Context: an optimization exercise on an open-source flow, tuned for small area. The choices shown serve that exercise and are no tape-out recipe.
Where RTL was checked, it was by simulation tests only, not by an equivalence proof against the original.

## rgb2ycrcb
module rgb2ycrcb(clk, rst, r, g, b, y, cr, cb);
	input        clk;
	input        rst;
	input  [9:0] r, g, b;
	output reg [9:0] y, cr, cb;
	reg [31:0] pa;
	reg [33:0] pb;
	reg rst1, rst2;
	wire kill = rst | rst1 | rst2;
	wire x1;
	gxn ux1 (.a(r[0]), .b(g[0]), .y(x1));
	wire c2;
	assign c2 = (r[0] | ~g[0]);
	wire i3;
	assign i3 = ~g[1];
	wire s4;
	wire c5;
	fa us4 (.a(r[1]), .b(i3), .c(c2), .s(s4), .co(c5));
	wire i6;
	assign i6 = ~g[2];
	wire s7;
	wire c8;
	fa us7 (.a(r[2]), .b(i6), .c(c5), .s(s7), .co(c8));
	wire i9;
	assign i9 = ~g[3];
	wire s10;
	wire c11;
	fa us10 (.a(r[3]), .b(i9), .c(c8), .s(s10), .co(c11));
	wire i12;
	assign i12 = ~g[4];
	wire s13;
	wire c14;
	fa us13 (.a(r[4]), .b(i12), .c(c11), .s(s13), .co(c14));
	wire i15;
	assign i15 = ~g[5];
	wire s16;
	wire c17;
	fa us16 (.a(r[5]), .b(i15), .c(c14), .s(s16), .co(c17));
	wire i18;
	assign i18 = ~g[6];
	wire s19;
	wire c20;
	fa us19 (.a(r[6]), .b(i18), .c(c17), .s(s19), .co(c20));
	wire i21;
	assign i21 = ~g[7];
	wire s22;
	wire c23;
	fa us22 (.a(r[7]), .b(i21), .c(c20), .s(s22), .co(c23));
	wire i24;
	assign i24 = ~g[8];
	wire s25;
	wire c26;
	fa us25 (.a(r[8]), .b(i24), .c(c23), .s(s25), .co(c26));
	wire i27;
	assign i27 = ~g[9];
	wire s28;
	wire c29;
  ...
clock: 6.0 ns
lec_check: 0
cap_margin: 20
core_margin: 2
core_utilization: 70
slew_margin: 20
synth_hierarchical: 1
synth_minimum_keep_size: 0
standard.sh (not shown) runs the stock make flow with config.mk's settings and CLKGATE_MAP_FILE= SYNTH_SCRIPT=/design/flow/synth_recipe.tcl, a recipe that flattens the netlist after the stock synthesis.
==> flow/flow/run.sh <==
#!/bin/bash
# Standard ORFS layout with two changes: small port buffers, and a clock tree of small
# buffers without dummy loads.
set -euo pipefail
bash standard.sh \
  "BUFFER_PORTS_ARGS=-buffer_cell sky130_fd_sc_hd__buf_1" \
  "CTS_ARGS=-sink_clustering_enable -repair_clock_nets -buf_list sky130_fd_sc_hd__clkbuf_8 -dont_use_dummy_load" \
  finish > make_finish.log 2>&1
The baseline completed without violations.
Edit:
--- a/flow/flow/run.sh
+++ b/flow/flow/run.sh
@@ -7 +7 @@
-  "CTS_ARGS=-sink_clustering_enable -repair_clock_nets -buf_list sky130_fd_sc_hd__clkbuf_8 -dont_use_dummy_load" \
+  "CTS_ARGS=-sink_clustering_enable -repair_clock_nets -root_buf sky130_fd_sc_hd__clkbuf_8 -buf_list sky130_fd_sc_hd__clkbuf_4 -sink_clustering_size 6 -sink_clustering_max_diameter 25 -sink_clustering_levels 1 -dont_use_dummy_load" \
CORE_UTILIZATION = 75   (was 70)
GPL_TIMING_DRIVEN = 0   (was unset)
Outcome: Worst setup slack loses 75 ps; register-to-register slack loses 70 ps; wire length grows by a few percent; area after synthesis stays the same; global-route usage grows by 4.6 points.
Edit:
==> flow/flow/run.sh (replaced) <==
#!/bin/bash
# Standard ORFS layout with two changes: small port buffers, and a clock tree of small
# buffers without dummy loads.
set -euo pipefail
bash standard.sh \
  "BUFFER_PORTS_ARGS=-buffer_cell sky130_fd_sc_hd__buf_1" \
  "CTS_ARGS=-sink_clustering_enable -repair_clock_nets -buf_list sky130_fd_sc_hd__clkbuf_8 -dont_use_dummy_load" \
  finish > make_finish.log 2>&1
CORE_UTILIZATION = 82   (was 75)
=> Fmax is lower slightly. Cell area stays flat. Register-to-register slack loses 50 ps. Routed wire length is higher by a quarter to a third. Core utilization is higher by 6.5 points. Global-route usage is higher by 9.0 points.
Edit:
CORE_UTILIZATION = 75   (was 82)
Die area is higher by 8.9%.
Setup slack improved by 47 ps.
Wire length decreases by 21%.
Cell area barely changes.
Synthesized area stays the same.
Edit:
CORE_UTILIZATION = 70   (was 75)
After rerunning: Count of clock-buffer cells in the layout stays the same. Setup slack gets worse by 6.3 ps. Fmax is about the same.


== birch ==
Another version of the RTL of rgb2ycrcb (not shown whole).
Size: about 100 flip-flops.
==> flow/design.v (excerpt) <==
module rgb2ycrcb(clk, rst, r, g, b, y, cr, cb);
	input        clk;
	input        rst;
	input  [9:0] r, g, b;
	output reg [9:0] y, cr, cb;
	reg [36:0] pa;
	reg [31:0] pb;
	reg rst1, rst2;
	wire kill = rst | rst1 | rst2;
	wire g1;
	assign g1 = r[0] & ~g[0];
	wire g2;
	gx2 ug2 (.a(r[0]), .b(g[0]), .y(g2));
	wire i3;
	assign i3 = ~g[1];
	wire s4;
	wire c5;
	fa us4 (.a(r[1]), .b(i3), .c(g1), .s(s4), .co(c5));
	wire i6;
	assign i6 = ~g[2];
	wire s7;
	wire c8;
	fa us7 (.a(r[2]), .b(i6), .c(c5), .s(s7), .co(c8));
	wire i9;
	assign i9 = ~g[3];
	wire s10;
	wire c11;
	fa us10 (.a(r[3]), .b(i9), .c(c8), .s(s10), .co(c11));
	wire i12;
	assign i12 = ~g[4];
	wire s13;
	wire c14;
	fa us13 (.a(r[4]), .b(i12), .c(c11), .s(s13), .co(c14));
	wire i15;
	assign i15 = ~g[5];
	wire s16;
	wire c17;
	fa us16 (.a(r[5]), .b(i15), .c(c14), .s(s16), .co(c17));
	wire i18;
	assign i18 = ~g[6];
	wire s19;
	wire c20;
	fa us19 (.a(r[6]), .b(i18), .c(c17), .s(s19), .co(c20));
	wire i21;
	assign i21 = ~g[7];
	wire s22;
	wire c23;
	fa us22 (.a(r[7]), .b(i21), .c(c20), .s(s22), .co(c23));
	wire i24;
	assign i24 = ~g[8];
	wire s25;
	wire c26;
	fa us25 (.a(r[8]), .b(i24), .c(c23), .s(s25), .co(c26));
	wire i27;
	assign i27 = ~g[9];
	wire s28;
	wire c29;
	fa us28 (.a(r[9]), .b(i27), .c(c26), .s(s28), .co(c29));
	wire g30;
	assign g30 = b[0] & ~g[0];
	wire g31;
	gx2 ug31 (.a(b[0]), .b(g[0]), .y(g31));
	wire s32;
	wire c33;
	fa us32 (.a(b[1]), .b(i3), .c(g30), .s(s32), .co(c33));
	wire s34;
	wire c35;
	fa us34 (.a(b[2]), .b(i6), .c(c33), .s(s34), .co(c35));
	wire s36;
	wire c37;
	fa us36 (.a(b[3]), .b(i9), .c(c35), .s(s36), .co(c37));
	wire s38;
	wire c39;
	fa us38 (.a(b[4]), .b(i12), .c(c37), .s(s38), .co(c39));
	wire s40;
	wire c41;
	fa us40 (.a(b[5]), .b(i15), .c(c39), .s(s40), .co(c41));
	wire s42;
	wire c43;
	fa us42 (.a(b[6]), .b(i18), .c(c41), .s(s42), .co(c43));
	wire s44;
	wire c45;
	fa us44 (.a(b[7]), .b(i21), .c(c43), .s(s44), .co(c45));
	wire s46;
	wire c47;
	fa us46 (.a(b[8]), .b(i24), .c(c45), .s(s46), .co(c47));
	wire s48;
	wire c49;
	fa us48 (.a(b[9]), .b(i27), .c(c47), .s(s48), .co(c49));
  ...
==> flow/config.mk <==
export PLATFORM = sky130hd
export DESIGN_NAME = rgb2ycrcb
export DESIGN_NICKNAME = rgb2ycrcb
export VERILOG_FILES = /design/flow/design.v
export SDC_FILE = /design/flow/constraint.sdc
export NUM_CORES = 4
export LEC_CHECK = 0
export CAP_MARGIN = 20
export CORE_MARGIN = 2
export CORE_UTILIZATION = 88
export SLEW_MARGIN = 20
export SYNTH_HIERARCHICAL = 1
export SYNTH_MINIMUM_KEEP_SIZE = 0
==> flow/constraint.sdc <==
create_clock -name core_clock -period 6.0 [get_ports {clk}]
set_input_delay 1.2000 -clock core_clock [delete_from_list [all_inputs] [get_ports {clk}]]
set_output_delay 1.2000 -clock core_clock [all_outputs]
set_load 0.01 [all_outputs]
==> flow/flow/run.sh <==
#!/bin/bash
# Standard ORFS layout with two changes: small port buffers, and a clock tree of small
# buffers without dummy loads.
set -euo pipefail
bash standard.sh \
  "BUFFER_PORTS_ARGS=-buffer_cell sky130_fd_sc_hd__buf_1" \
  "CTS_ARGS=-sink_clustering_enable -repair_clock_nets -buf_list sky130_fd_sc_hd__clkbuf_8 -dont_use_dummy_load" \
  finish > make_finish.log 2>&1
birch: it failed with a tool error in 3_5_place_dp, so there are no final results.
Modified inputs, pine compared to birch
Settings: CORE_UTILIZATION now 80, was 88.
Every stage of the flow completed for pine, and the final layout passed the timing, design-rule and antenna checks. Compared with birch, in pine initial core utilization lower, post-synthesis adder-cell area fraction roughly the same, placement row count higher.
No run of this note included a check of the RTL's function; only the layout flow was run.


rgb2ycrcb, a different RTL version from the one above (not shown whole).
For scale: ~430 cells after synthesis, ~5800 sq um of cells after synthesis.
// rgb2ycrcb
module rgb2ycrcb(clk, rst, r, g, b, y, cr, cb);
	input        clk;
	input        rst;
	input  [9:0] r, g, b;
	output reg [9:0] y, cr, cb;
	reg [31:0] pa;
	reg [36:0] pb;
	reg rst1, rst2;
	wire kill = rst | rst1 | rst2;
	wire x1;
	gxn ux1 (.a(r[0]), .b(g[0]), .y(x1));
	wire c2;
	assign c2 = (r[0] | ~g[0]);
	wire i3;
	assign i3 = ~g[1];
	wire s4;
	wire c5;
	fa us4 (.a(r[1]), .b(i3), .c(c2), .s(s4), .co(c5));
	wire i6;
	assign i6 = ~g[2];
	wire s7;
	wire c8;
	fa us7 (.a(r[2]), .b(i6), .c(c5), .s(s7), .co(c8));
	wire i9;
	assign i9 = ~g[3];
	wire s10;
	wire c11;
	fa us10 (.a(r[3]), .b(i9), .c(c8), .s(s10), .co(c11));
	wire i12;
	assign i12 = ~g[4];
	wire s13;
	wire c14;
	fa us13 (.a(r[4]), .b(i12), .c(c11), .s(s13), .co(c14));
	wire i15;
	assign i15 = ~g[5];
	wire s16;
	wire c17;
	fa us16 (.a(r[5]), .b(i15), .c(c14), .s(s16), .co(c17));
	wire i18;
	assign i18 = ~g[6];
	wire s19;
	wire c20;
	fa us19 (.a(r[6]), .b(i18), .c(c17), .s(s19), .co(c20));
	wire i21;
	assign i21 = ~g[7];
	wire s22;
	wire c23;
	fa us22 (.a(r[7]), .b(i21), .c(c20), .s(s22), .co(c23));
	wire i24;
	assign i24 = ~g[8];
	wire s25;
	wire c26;
	fa us25 (.a(r[8]), .b(i24), .c(c23), .s(s25), .co(c26));
	wire i27;
	assign i27 = ~g[9];
	wire s28;
	wire c29;
	fa us28 (.a(r[9]), .b(i27), .c(c26), .s(s28), .co(c29));
	wire x30;
	gxn ux30 (.a(b[0]), .b(g[0]), .y(x30));
	wire c31;
	assign c31 = (b[0] & ~g[0]);
	wire s32;
	wire c33;
	fa us32 (.a(b[1]), .b(i3), .c(c31), .s(s32), .co(c33));
	wire s34;
	wire c35;
	fa us34 (.a(b[2]), .b(i6), .c(c33), .s(s34), .co(c35));
	wire s36;
	wire c37;
	fa us36 (.a(b[3]), .b(i9), .c(c35), .s(s36), .co(c37));
	wire s38;
	wire c39;
	fa us38 (.a(b[4]), .b(i12), .c(c37), .s(s38), .co(c39));
	wire s40;
	wire c41;
	fa us40 (.a(b[5]), .b(i15), .c(c39), .s(s40), .co(c41));
	wire s42;
	wire c43;
  ...
Settings: LEC_CHECK=0, CAP_MARGIN=20, CORE_MARGIN=2, CORE_UTILIZATION=75, GPL_TIMING_DRIVEN=0, SLEW_MARGIN=20, SYNTH_HIERARCHICAL=1, SYNTH_MINIMUM_KEEP_SIZE=0; clock period 6.0 ns.
==> flow/flow/run.sh <==
#!/bin/bash
# Standard ORFS layout with two changes: small port buffers, and a clock tree of small
# buffers without dummy loads.
set -euo pipefail
bash standard.sh \
  "BUFFER_PORTS_ARGS=-buffer_cell sky130_fd_sc_hd__buf_1" \
  "CTS_ARGS=-sink_clustering_enable -repair_clock_nets -buf_list sky130_fd_sc_hd__clkbuf_16 -dont_use_dummy_load" \
  finish > make_finish.log 2>&1
Next try:
--- a/flow/flow/run.sh
+++ b/flow/flow/run.sh
@@ -7 +7 @@
-  "CTS_ARGS=-sink_clustering_enable -repair_clock_nets -buf_list sky130_fd_sc_hd__clkbuf_16 -dont_use_dummy_load" \
+  "CTS_ARGS=-sink_clustering_enable -repair_clock_nets -buf_list sky130_fd_sc_hd__clkbuf_8 -dont_use_dummy_load" \
Outcome: The changed run went through all stages and came out clean. Wire length falls by 9.6%. Count of clock-buffer cells in the layout is unchanged. Sequential cell count is unchanged.
Next try:
--- a/flow/flow/run.sh
+++ b/flow/flow/run.sh
@@ -7 +7 @@
-  "CTS_ARGS=-sink_clustering_enable -repair_clock_nets -buf_list sky130_fd_sc_hd__clkbuf_8 -dont_use_dummy_load" \
+  "CTS_ARGS=-sink_clustering_enable -repair_clock_nets -buf_list {sky130_fd_sc_hd__clkbuf_4 sky130_fd_sc_hd__clkbuf_8} -dont_use_dummy_load" \
=> Setup slack is unchanged; critical path depth does not change; count of clock-buffer cells in the layout does not change; synthesized cell count is unchanged; routed wire length does not change; cell area does not change; non-clock buffer count does not change; area after synthesis does not change; via count does not change; sequential cell count does not change; register-to-register slack hardly moves.

port drivers added, routing unchanged:
The flow's constraints put no driver on any port. The routed layouts listed below were extracted and timed again, unchanged, in two steps.
Step 1 sets driving cells, clkbuf_16 on the clock port and buf_2 on the other inputs (assumed; they add their load-dependent delay and slew).
Step 2 adds t to the input delays and takes it off the output delays; t is the mean of the earliest and latest rising clock arrival at the registers after step 1. Input paths then give back, and output paths get back, about the clock's delay inside the block.
Three values: no drivers, after step 1, after step 2; two values: the first two.
run	t (ns)	setup slack, ns	hold WS [ns]	worst setup path after step 2	worst slew at a driven data input, ns
the first run of note 1	0.389	0.363 / 0.363 / 0.363	0.371 / 0.371 / 0.371	register to register	0.03
the second run of note 1	0.387	0.288 / 0.288 / 0.288	0.333 / 0.333 / 0.333	register to register	0.04
the third run of note 1	0.387	0.240 / 0.240 / 0.240	0.335 / 0.335 / 0.335	register to register	0.04
the fourth run of note 1	0.387	0.288 / 0.288 / 0.288	0.333 / 0.333 / 0.333	register to register	0.04
the fifth run of note 1	0.374	0.281 / 0.281 / 0.281	0.331 / 0.331 / 0.331	register to register	0.03
pine	0.387	0.146 / 0.146 / 0.146	0.387 / 0.387 / 0.387	register to register	0.04
the first run of note 3	0.367	0.228 / 0.228 / 0.228	0.378 / 0.378 / 0.378	register to register	0.04
the second run of note 3	0.384	0.217 / 0.217 / 0.217	0.384 / 0.384 / 0.384	register to register	0.03
the third run of note 3	0.384	0.217 / 0.217 / 0.217	0.384 / 0.384 / 0.384	register to register	0.03
After both steps setup and hold are still met in every run listed.
